Context: an optimization exercise on an open-source flow, tuned for small area, a short achievable clock period and few clock cycles. The choices shown serve that exercise and are no tape-out recipe. Where RTL was checked, it was by simulation tests only, not by an equivalence proof against the original.

==> inputs of run a <==
==> flow/design.v <==
module SimpleCPU(clk,rstn,imem_addr,imem_data,dmem_addr,dmem_wdata,dmem_we,dmem_rdata);
  input clk;
  input rstn;
  output [31:0] imem_addr;
  input  [31:0] imem_data;
  output [31:0] dmem_addr;
  output [31:0] dmem_wdata;
  output        dmem_we;
  input  [31:0] dmem_rdata;
  reg  [31:0] pc;
  assign imem_addr = pc;
  reg  [31:0] ir;
  reg  [31:0] pcD;
  reg         vD;
  wire [4:0] op  = ir[4:0];
  wire [4:0] rd  = ir[11:7];
  wire [4:0] rs1 = ir[19:15];
  wire [4:0] rs2 = ir[24:20];
  wire opAdd  = op == 5'd1,  opAddi = op == 5'd2,  opSub  = op == 5'd3;
  wire opAnd  = op == 5'd4,  opAndi = op == 5'd5,  opOr   = op == 5'd6;
  wire opOri  = op == 5'd7,  opXor  = op == 5'd8,  opXori = op == 5'd9;
  wire opSll  = op == 5'd10, opSlli = op == 5'd11, opSrl  = op == 5'd12;
  wire opSrli = op == 5'd13, opLui  = op == 5'd14, opLw   = op == 5'd15;
  wire opSw   = op == 5'd16, opBlt  = op == 5'd17, opBeq  = op == 5'd18;
  wire opJal  = op == 5'd19, opJalr = op == 5'd20;
  wire isBr   = opBlt | opBeq;
  wire rType  = opAdd | opSub | opAnd | opOr | opXor | opSll | opSrl;
  wire iType  = opAddi | opAndi | opOri | opXori | opSlli | opSrli | opLw | opJalr;
  wire use1   = rType | iType | opSw | isBr;
  wire use2   = rType | opSw | isBr;
  wire wrD    = rType | iType | opLui | opJal;
  wire [31:0] immI  = {{20{ir[31]}}, ir[31:20]};
  wire [31:0] zimmI = {20'b0, ir[31:20]};
  wire [31:0] immSh = {26'b0, ir[25:20]};
  wire [31:0] immS  = {{20{ir[31]}}, ir[31:25], ir[11:7]};
  wire [31:0] immU  = {ir[31:12], 12'b0};
  wire [31:0] immJ  = {{12{ir[31]}}, ir[31:12]};
  wire predT  = isBr & ((opBeq & (rs1 == rs2)) | ir[31]);
  reg         vX;
  reg  [31:0] aX, bX, tX;
  reg  [4:0]  rdX;
  reg         wrX, ldX, stX, brX, bltX, jalrX, linkX, predX;
  reg  [2:0]  aluX;    
  reg  [31:0] resM, wdM;
  reg  [4:0]  rdM;
  reg         wrM, ldM, weM;
  assign dmem_addr  = resM;
  assign dmem_wdata = wdM;
  assign dmem_we    = weM;
  wire [31:0] wbM = ldM ? dmem_rdata : resM;
  reg  [31:0] RF [0:31];
  wire [31:0] rf1 = RF[rs1];
  wire [31:0] rf2 = RF[rs2];
  wire [31:0] sum   = aX + bX;
  wire [31:0] diff  = aX - bX;
  wire        big   = |bX[31:5];
  wire [31:0] shl   = big ? 32'b0 : aX << bX[4:0];
  wire [31:0] shr   = big ? 32'b0 : aX >> bX[4:0];
  reg  [31:0] alu;
  always @(*) begin
    case (aluX)
      3'd0: alu = sum;
      3'd1: alu = diff;
      3'd2: alu = aX & bX;
      3'd3: alu = aX | bX;
      3'd4: alu = aX ^ bX;
      3'd5: alu = shl;
      default: alu = shr;
    endcase
  end
  wire [31:0] resX  = linkX ? tX : alu;
  wire        taken = bltX ? (aX < bX) : (aX == bX);
  wire redirX = vX & ((brX & (taken != predX)) | jalrX);
  wire [31:0] tgtX = jalrX ? sum : tX;
  wire hitX1 = vX & wrX & (rdX == rs1);
  wire hitX2 = vX & wrX & (rdX == rs2);
  wire hitM1 = wrM & (rdM == rs1);
  wire hitM2 = wrM & (rdM == rs2);
  wire [31:0] r1 = hitX1 ? resX : hitM1 ? wbM : rf1;
  wire [31:0] r2 = hitX2 ? resX : hitM2 ? wbM : rf2;
  wire stall = vD & vX & ldX & ((hitX1 & use1) | (hitX2 & use2));
  wire off1 = opJal ? (ir[31:12] == 20'd1) : ({ir[31:25], ir[11:7]} == 12'd1);
  wire redirD = vD & ~stall & (opJal | predT) & ~off1;
  wire [31:0] brOff = opJal ? immJ : immS;
  wire [31:0] tgtD = pcD + brOff;
  wire [31:0] pcD1 = pcD + 32'd1;
  always @(posedge clk) begin
    if (!rstn) begin
      pc <= 32'b0;
      vD <= 1'b0;
    end else if (redirX) begin
      pc <= tgtX;
      vD <= 1'b0;
    end else if (!stall) begin
      if (redirD) begin
        pc <= tgtD;
        vD <= 1'b0;
      end else begin
        pc <= pc + 32'd1;
        vD <= 1'b1;
      end
    end
    if (!stall) begin
      ir  <= imem_data;
      pcD <= pc;
    end
  end
  always @(posedge clk) begin
    if (!rstn) vX <= 1'b0;
    else vX <= vD & ~stall & ~redirX;
    aX    <= r1;
    bX    <= (rType | isBr) ? r2 :
             (opSlli | opSrli) ? immSh :
             (opAndi | opOri | opXori) ? zimmI :
             opSw ? immS : immI;
    tX    <= opSw ? r2 : opLui ? immU : (opJal | opJalr | predT) ? pcD1 : tgtD;
    rdX   <= rd;
    wrX   <= wrD;
    ldX   <= opLw;
    stX   <= opSw;
    brX   <= isBr & ~off1;
    bltX  <= opBlt;
    jalrX <= opJalr;
    linkX <= opJal | opJalr | opLui;
    predX <= predT;
    aluX  <= (opSub | isBr) ? 3'd1 : (opAnd | opAndi) ? 3'd2 : (opOr | opOri) ? 3'd3 :
             (opXor | opXori) ? 3'd4 : (opSll | opSlli) ? 3'd5 : (opSrl | opSrli) ? 3'd6 : 3'd0;
  end
  always @(posedge clk) begin
    if (!rstn) begin
      wrM <= 1'b0;
      weM <= 1'b0;
    end else begin
      wrM <= vX & wrX;
      weM <= vX & stX;
    end
    ldM  <= ldX;
    rdM  <= rdX;
    resM <= resX;
    wdM  <= tX;
  end
  wire [31:0] wdata = rstn ? wbM : 32'b0;
  genvar g;
  generate for (g = 0; g < 32; g = g + 1) begin : rf
    always @(posedge clk)
      if (!rstn | (wrM & (rdM == g))) RF[g] <= wdata;
  end endgenerate
endmodule
==> flow/flow/run.sh <==
#!/bin/bash
# Standard ORFS layout, with repair_timing asked to leave extra setup slack
# (the clock and I/O constraints are the design's own; only the repair target moves).
set -euo pipefail
MARGIN=${MARGIN:-6.5}
bash standard.sh synth > synth.log 2>&1
bash standard.sh SETUP_SLACK_MARGIN=$MARGIN finish > layout.log 2>&1
==> flow/standard.sh <==
#!/bin/bash
# synth_recipe.tcl (not shown) runs the flow's synth.tcl, then flattens the netlist and writes it again
# the make line also repeats each setting of config.mk as NAME=value (left out here)
make -C /OpenROAD-flow-scripts/flow DESIGN_CONFIG=/design/flow/config.mk WORK_HOME=/design/flow/orfs CLKGATE_MAP_FILE= SYNTH_SCRIPT=/design/flow/synth_recipe.tcl "${@:-finish}"
==> flow/config.mk <==
export PLATFORM = sky130hd
export DESIGN_NAME = SimpleCPU
export DESIGN_NICKNAME = SimpleCPU
export VERILOG_FILES = /design/flow/design.v
export SDC_FILE = /design/flow/constraint.sdc
export NUM_CORES = 4
export LEC_CHECK = 0
export CAP_MARGIN = 20
export CORE_MARGIN = 2
export CORE_UTILIZATION = 40
export PLACE_DENSITY = 0.6
export SLEW_MARGIN = 20
==> flow/constraint.sdc <==
create_clock -name core_clock -period 10.0 [get_ports {clk}]
set_input_delay 2.0000 -clock core_clock [delete_from_list [all_inputs] [get_ports {clk}]]
set_output_delay 2.0000 -clock core_clock [all_outputs]
set_load 0.01 [all_outputs]
==> inputs of run b, as changes to run a <==
==> flow/design.v, changed modules only <==
module SimpleCPU(clk,rstn,imem_addr,imem_data,dmem_addr,dmem_wdata,dmem_we,dmem_rdata);
  input clk;
  input rstn;
  output [31:0] imem_addr;
  input  [31:0] imem_data;
  output [31:0] dmem_addr;
  output [31:0] dmem_wdata;
  output        dmem_we;
  input  [31:0] dmem_rdata;
  reg  [31:0] pc;
  assign imem_addr = pc;
  wire        fJal  = imem_data[4:0] == 5'd19;
  wire        fBr   = (imem_data[4:0] == 5'd17) | (imem_data[4:0] == 5'd18);
  wire        fPred = fBr & (imem_data[31] | ((imem_data[4:0] == 5'd18) & (imem_data[19:15] == imem_data[24:20])));
  wire [31:0] fTgtJ = pc + {{12{imem_data[31]}}, imem_data[31:12]};
  wire [31:0] fTgtB = pc + {{20{imem_data[31]}}, imem_data[31:25], imem_data[11:7]};
  wire [31:0] fSeq  = pc + 32'd1;
  reg  [31:0] ir;
  reg  [31:0] altD;
  reg         predD;
  reg         vD;
  wire [4:0] op  = ir[4:0];
  wire [4:0] rd  = ir[11:7];
  wire [4:0] rs1 = ir[19:15];
  wire [4:0] rs2 = ir[24:20];
  wire opAdd  = op == 5'd1,  opAddi = op == 5'd2,  opSub  = op == 5'd3;
  wire opAnd  = op == 5'd4,  opAndi = op == 5'd5,  opOr   = op == 5'd6;
  wire opOri  = op == 5'd7,  opXor  = op == 5'd8,  opXori = op == 5'd9;
  wire opSll  = op == 5'd10, opSlli = op == 5'd11, opSrl  = op == 5'd12;
  wire opSrli = op == 5'd13, opLui  = op == 5'd14, opLw   = op == 5'd15;
  wire opSw   = op == 5'd16, opBlt  = op == 5'd17, opBeq  = op == 5'd18;
  wire opJal  = op == 5'd19, opJalr = op == 5'd20;
  wire isBr   = opBlt | opBeq;
  wire rType  = opAdd | opSub | opAnd | opOr | opXor | opSll | opSrl;
  wire iType  = opAddi | opAndi | opOri | opXori | opSlli | opSrli | opLw | opJalr;
  wire use1   = rType | iType | opSw | isBr;
  wire use2   = rType | opSw | isBr;
  wire wrD    = rType | iType | opLui | opJal;
  wire [31:0] immI  = {{20{ir[31]}}, ir[31:20]};
  wire [31:0] zimmI = {20'b0, ir[31:20]};
  wire [31:0] immSh = {26'b0, ir[25:20]};
  wire [31:0] immS  = {{20{ir[31]}}, ir[31:25], ir[11:7]};
  wire [31:0] immU  = {ir[31:12], 12'b0};
  wire predT  = predD;
  reg         vX;
  reg  [31:0] aX, bX, tX;
  reg  [4:0]  rdX;
  reg         wrX, ldX, stX, brX, bltX, jalrX, linkX, predX;
  reg  [2:0]  aluX;    
  reg  [31:0] resM, wdM;
  reg  [4:0]  rdM;
  reg         wrM, ldM, weM;
  assign dmem_addr  = resM;
  assign dmem_wdata = wdM;
  assign dmem_we    = weM;
  wire [31:0] wbM = ldM ? dmem_rdata : resM;
  reg  [31:0] RF [0:31];
  wire [31:0] rf1 = RF[rs1];
  wire [31:0] rf2 = RF[rs2];
  wire [31:0] sum   = aX + bX;
  wire [31:0] diff  = aX - bX;
  wire        big   = |bX[31:5];
  wire [31:0] shl   = big ? 32'b0 : aX << bX[4:0];
  wire [31:0] shr   = big ? 32'b0 : aX >> bX[4:0];
  reg  [31:0] alu;
  always @(*) begin
    case (aluX)
      3'd0: alu = sum;
      3'd1: alu = diff;
      3'd2: alu = aX & bX;
      3'd3: alu = aX | bX;
      3'd4: alu = aX ^ bX;
      3'd5: alu = shl;
      default: alu = shr;
    endcase
  end
  wire [31:0] resX  = linkX ? tX : alu;
  wire        taken = bltX ? (aX < bX) : (aX == bX);
  wire redirX = vX & ((brX & (taken != predX)) | jalrX);
  wire [31:0] tgtX = jalrX ? sum : tX;
  wire hitX1 = vX & wrX & (rdX == rs1);
  wire hitX2 = vX & wrX & (rdX == rs2);
  wire hitM1 = wrM & (rdM == rs1);
  wire hitM2 = wrM & (rdM == rs2);
  wire [31:0] r1 = hitX1 ? resX : hitM1 ? wbM : rf1;
  wire [31:0] r2 = hitX2 ? resX : hitM2 ? wbM : rf2;
  reg  stall;
  wire [4:0] fop = imem_data[4:0];
  wire fUse1 = (fop >= 5'd1 && fop <= 5'd13) || (fop >= 5'd15 && fop <= 5'd18) || fop == 5'd20;
  wire fUse2 = fop == 5'd1 || fop == 5'd3 || fop == 5'd4 || fop == 5'd6 || fop == 5'd8 ||
               fop == 5'd10 || fop == 5'd12 || (fop >= 5'd16 && fop <= 5'd18);
  wire stallN = vD & ~stall & ~redirX & opLw &
                ((fUse1 & (imem_data[19:15] == rd)) | (fUse2 & (imem_data[24:20] == rd)));
  wire off1 = {ir[31:25], ir[11:7]} == 12'd1;
  wire        goF   = rstn & ~redirX & ~stall;
  wire        selJ  = goF & fJal;
  wire        selB  = goF & ~fJal & fPred;
  wire        selS  = goF & ~fJal & ~fPred;
  wire        selX  = rstn & redirX;
  wire        selH  = rstn & ~redirX & stall;
  wire [31:0] pcN   = ({32{selJ}} & fTgtJ) | ({32{selB}} & fTgtB) | ({32{selS}} & fSeq) |
                      ({32{selX}} & tgtX) | ({32{selH}} & pc);
  always @(posedge clk) begin
    pc <= pcN;
    if (!rstn) vD <= 1'b0;
    else if (redirX) vD <= 1'b0;
    else if (!stall) vD <= 1'b1;
    if (!stall) begin
      ir  <= imem_data;
      altD <= (fBr & ~fPred) ? fTgtB : fSeq;
      predD <= fPred;
    end
  end
  always @(posedge clk) begin
    if (!rstn) stall <= 1'b0;
    else stall <= stallN;
    if (!rstn) vX <= 1'b0;
    else vX <= vD & ~stall & ~redirX;
    aX    <= r1;
    bX    <= (rType | isBr) ? r2 :
             (opSlli | opSrli) ? immSh :
             (opAndi | opOri | opXori) ? zimmI :
             opSw ? immS : immI;
    tX    <= opSw ? r2 : opLui ? immU : altD;
    rdX   <= rd;
    wrX   <= wrD;
    ldX   <= opLw;
    stX   <= opSw;
    brX   <= isBr & ~off1;
    bltX  <= opBlt;
    jalrX <= opJalr;
    linkX <= opJal | opJalr | opLui;
    predX <= predT;
    aluX  <= (opSub | isBr) ? 3'd1 : (opAnd | opAndi) ? 3'd2 : (opOr | opOri) ? 3'd3 :
             (opXor | opXori) ? 3'd4 : (opSll | opSlli) ? 3'd5 : (opSrl | opSrli) ? 3'd6 : 3'd0;
  end
  always @(posedge clk) begin
    if (!rstn) begin
      wrM <= 1'b0;
      weM <= 1'b0;
    end else begin
      wrM <= vX & wrX;
      weM <= vX & stX;
    end
    ldM  <= ldX;
    rdM  <= rdX;
    resM <= resX;
    wdM  <= tX;
  end
  wire [31:0] wdata = rstn ? wbM : 32'b0;
  genvar g;
  generate for (g = 0; g < 32; g = g + 1) begin : rf
    always @(posedge clk)
      if (!rstn | (wrM & (rdM == g))) RF[g] <= wdata;
  end endgenerate
endmodule
==> flow/flow/run.sh (replaced) <==
#!/bin/bash
# Standard ORFS layout with two changes to how it is made (the clock and I/O
# constraints stay the design's own):
#  - repair_timing is asked to leave extra setup slack (SETUP_SLACK_MARGIN),
#  - the port buffers that buffer_ports inserts are buf_4 cells rather than the
#    delay cell it picks by default (every port still gets its own buffer).
set -euo pipefail
MARGIN=${MARGIN:-6.0}
bash standard.sh synth > synth.log 2>&1
bash standard.sh SETUP_SLACK_MARGIN=$MARGIN "BUFFER_PORTS_ARGS=-buffer_cell sky130_fd_sc_hd__buf_4" finish > layout.log 2>&1
--- a/flow/config.mk
+++ b/flow/config.mk
@@ -9,4 +9,4 @@
 export CORE_MARGIN = 2
-export CORE_UTILIZATION = 40
-export PLACE_DENSITY = 0.6
+export CORE_UTILIZATION = 50
+export PLACE_DENSITY = 0.65
 export SLEW_MARGIN = 20
==> inputs of run c, as changes to run a <==
--- a/flow/design.v
+++ b/flow/design.v
@@ -80,3 +80,9 @@
   wire [31:0] r2 = hitX2 ? resX : hitM2 ? wbM : rf2;
-  wire stall = vD & vX & ldX & ((hitX1 & use1) | (hitX2 & use2));
+  reg  stall;
+  wire [4:0] fop = imem_data[4:0];
+  wire fUse1 = (fop >= 5'd1 && fop <= 5'd13) || (fop >= 5'd15 && fop <= 5'd18) || fop == 5'd20;
+  wire fUse2 = fop == 5'd1 || fop == 5'd3 || fop == 5'd4 || fop == 5'd6 || fop == 5'd8 ||
+               fop == 5'd10 || fop == 5'd12 || (fop >= 5'd16 && fop <= 5'd18);
+  wire stallN = vD & ~stall & ~redirX & opLw &
+                ((fUse1 & (imem_data[19:15] == rd)) | (fUse2 & (imem_data[24:20] == rd)));
   wire off1 = opJal ? (ir[31:12] == 20'd1) : ({ir[31:25], ir[11:7]} == 12'd1);
@@ -108,2 +114,4 @@
   always @(posedge clk) begin
+    if (!rstn) stall <= 1'b0;
+    else stall <= stallN;
     if (!rstn) vX <= 1'b0;
==> flow/flow/run.sh (replaced) <==
#!/bin/bash
# Standard ORFS layout with two changes to how it is made (the clock and I/O
# constraints stay the design's own):
#  - repair_timing is asked to leave extra setup slack (SETUP_SLACK_MARGIN),
#  - the port buffers that buffer_ports inserts are buf_4 cells rather than the
#    delay cell it picks by default (every port still gets its own buffer).
set -euo pipefail
MARGIN=${MARGIN:-6.5}
bash standard.sh synth > synth.log 2>&1
bash standard.sh SETUP_SLACK_MARGIN=$MARGIN "BUFFER_PORTS_ARGS=-buffer_cell sky130_fd_sc_hd__buf_4" finish > layout.log 2>&1
--- a/flow/config.mk
+++ b/flow/config.mk
@@ -9,4 +9,4 @@
 export CORE_MARGIN = 2
-export CORE_UTILIZATION = 40
-export PLACE_DENSITY = 0.6
+export CORE_UTILIZATION = 50
+export PLACE_DENSITY = 0.65
 export SLEW_MARGIN = 20
==> flow_summary_export.csv <==
group,metric,value,unit
status,run_status,"complete, but fails checks",
status,violations,"max-capacitance violations, max-slew violations",
power_and_ir_drop,comb_power,0.00566,W
worst_setup_path,arrival,4.51,ns
synthesis,yosys.area.top_type_share,0.479,
run,max_cap_violations,4,
timing,maxSlewViolCount,16,
# the run above: run c

==> flow_summary_export.csv <==
group,metric,value,unit
power_and_ir_drop,seqPwrFrac,0.425,
power_and_ir_drop,comb_power,0.00528,W
status,run_status,"no timing/DRC/antenna violations",
synthesis,yosys.area.top_type_share,0.493,
run,max_cap_violations,0,
final_layout,diodes,19,
worst_setup_path,arrival,4.56,ns
timing,maxSlewViolCount,0,
# the run above: run a

==> flow_summary_export.csv <==
group,metric,value,unit
status,run_status,"no timing/DRC/antenna violations",
power_and_ir_drop,comb_power,0.00488,W
timing,maxSlewViolCount,0,
synthesis,yosys.area.top_type_share,0.479,
worst_setup_path,arrival,5.14,ns
# the run above: run b

Testbench counts of run b, summed over its fixed seeds: cycles 65,348.
Testbench counts of run c, summed over its fixed seeds: cycles 68,763.
For run a, only the layout was checked, not whether the RTL still works.

==> port drivers added, routing unchanged <==
Ports are ideal in the flow. The routed layouts listed here were re-timed in OpenROAD.
Step 1 (the two cells are an assumption about what drives the block):
set clk [get_ports {clk}]
set_driving_cell -lib_cell sky130_fd_sc_hd__clkbuf_16 $clk
set_driving_cell -lib_cell sky130_fd_sc_hd__buf_2 [delete_from_list [all_inputs] $clk]
Step 2, shift: input delay + t, output delay - t, t = (earliest + latest rising clock arrival at the registers) / 2. This alone moves slack from input paths to output paths.
Slacks: ideal ports / drivers / drivers and shift; pairs: ideal ports / drivers.
run | t, ns | setup WS [ns] | worst register clock-pin slew, ns
run a | 0.908 | 6.093 / 6.093 / 5.519 | 0.07 / 0.07
run b | 0.907 | 5.556 / 5.556 / 5.271 | 0.07 / 0.07
run c | 0.866 | 6.133 / 6.133 / 5.449 | 0.07 / 0.07
For run c, which loses most, drivers alone change the setup slack by 0.000 ns; drivers and shift together by -0.684 ns.
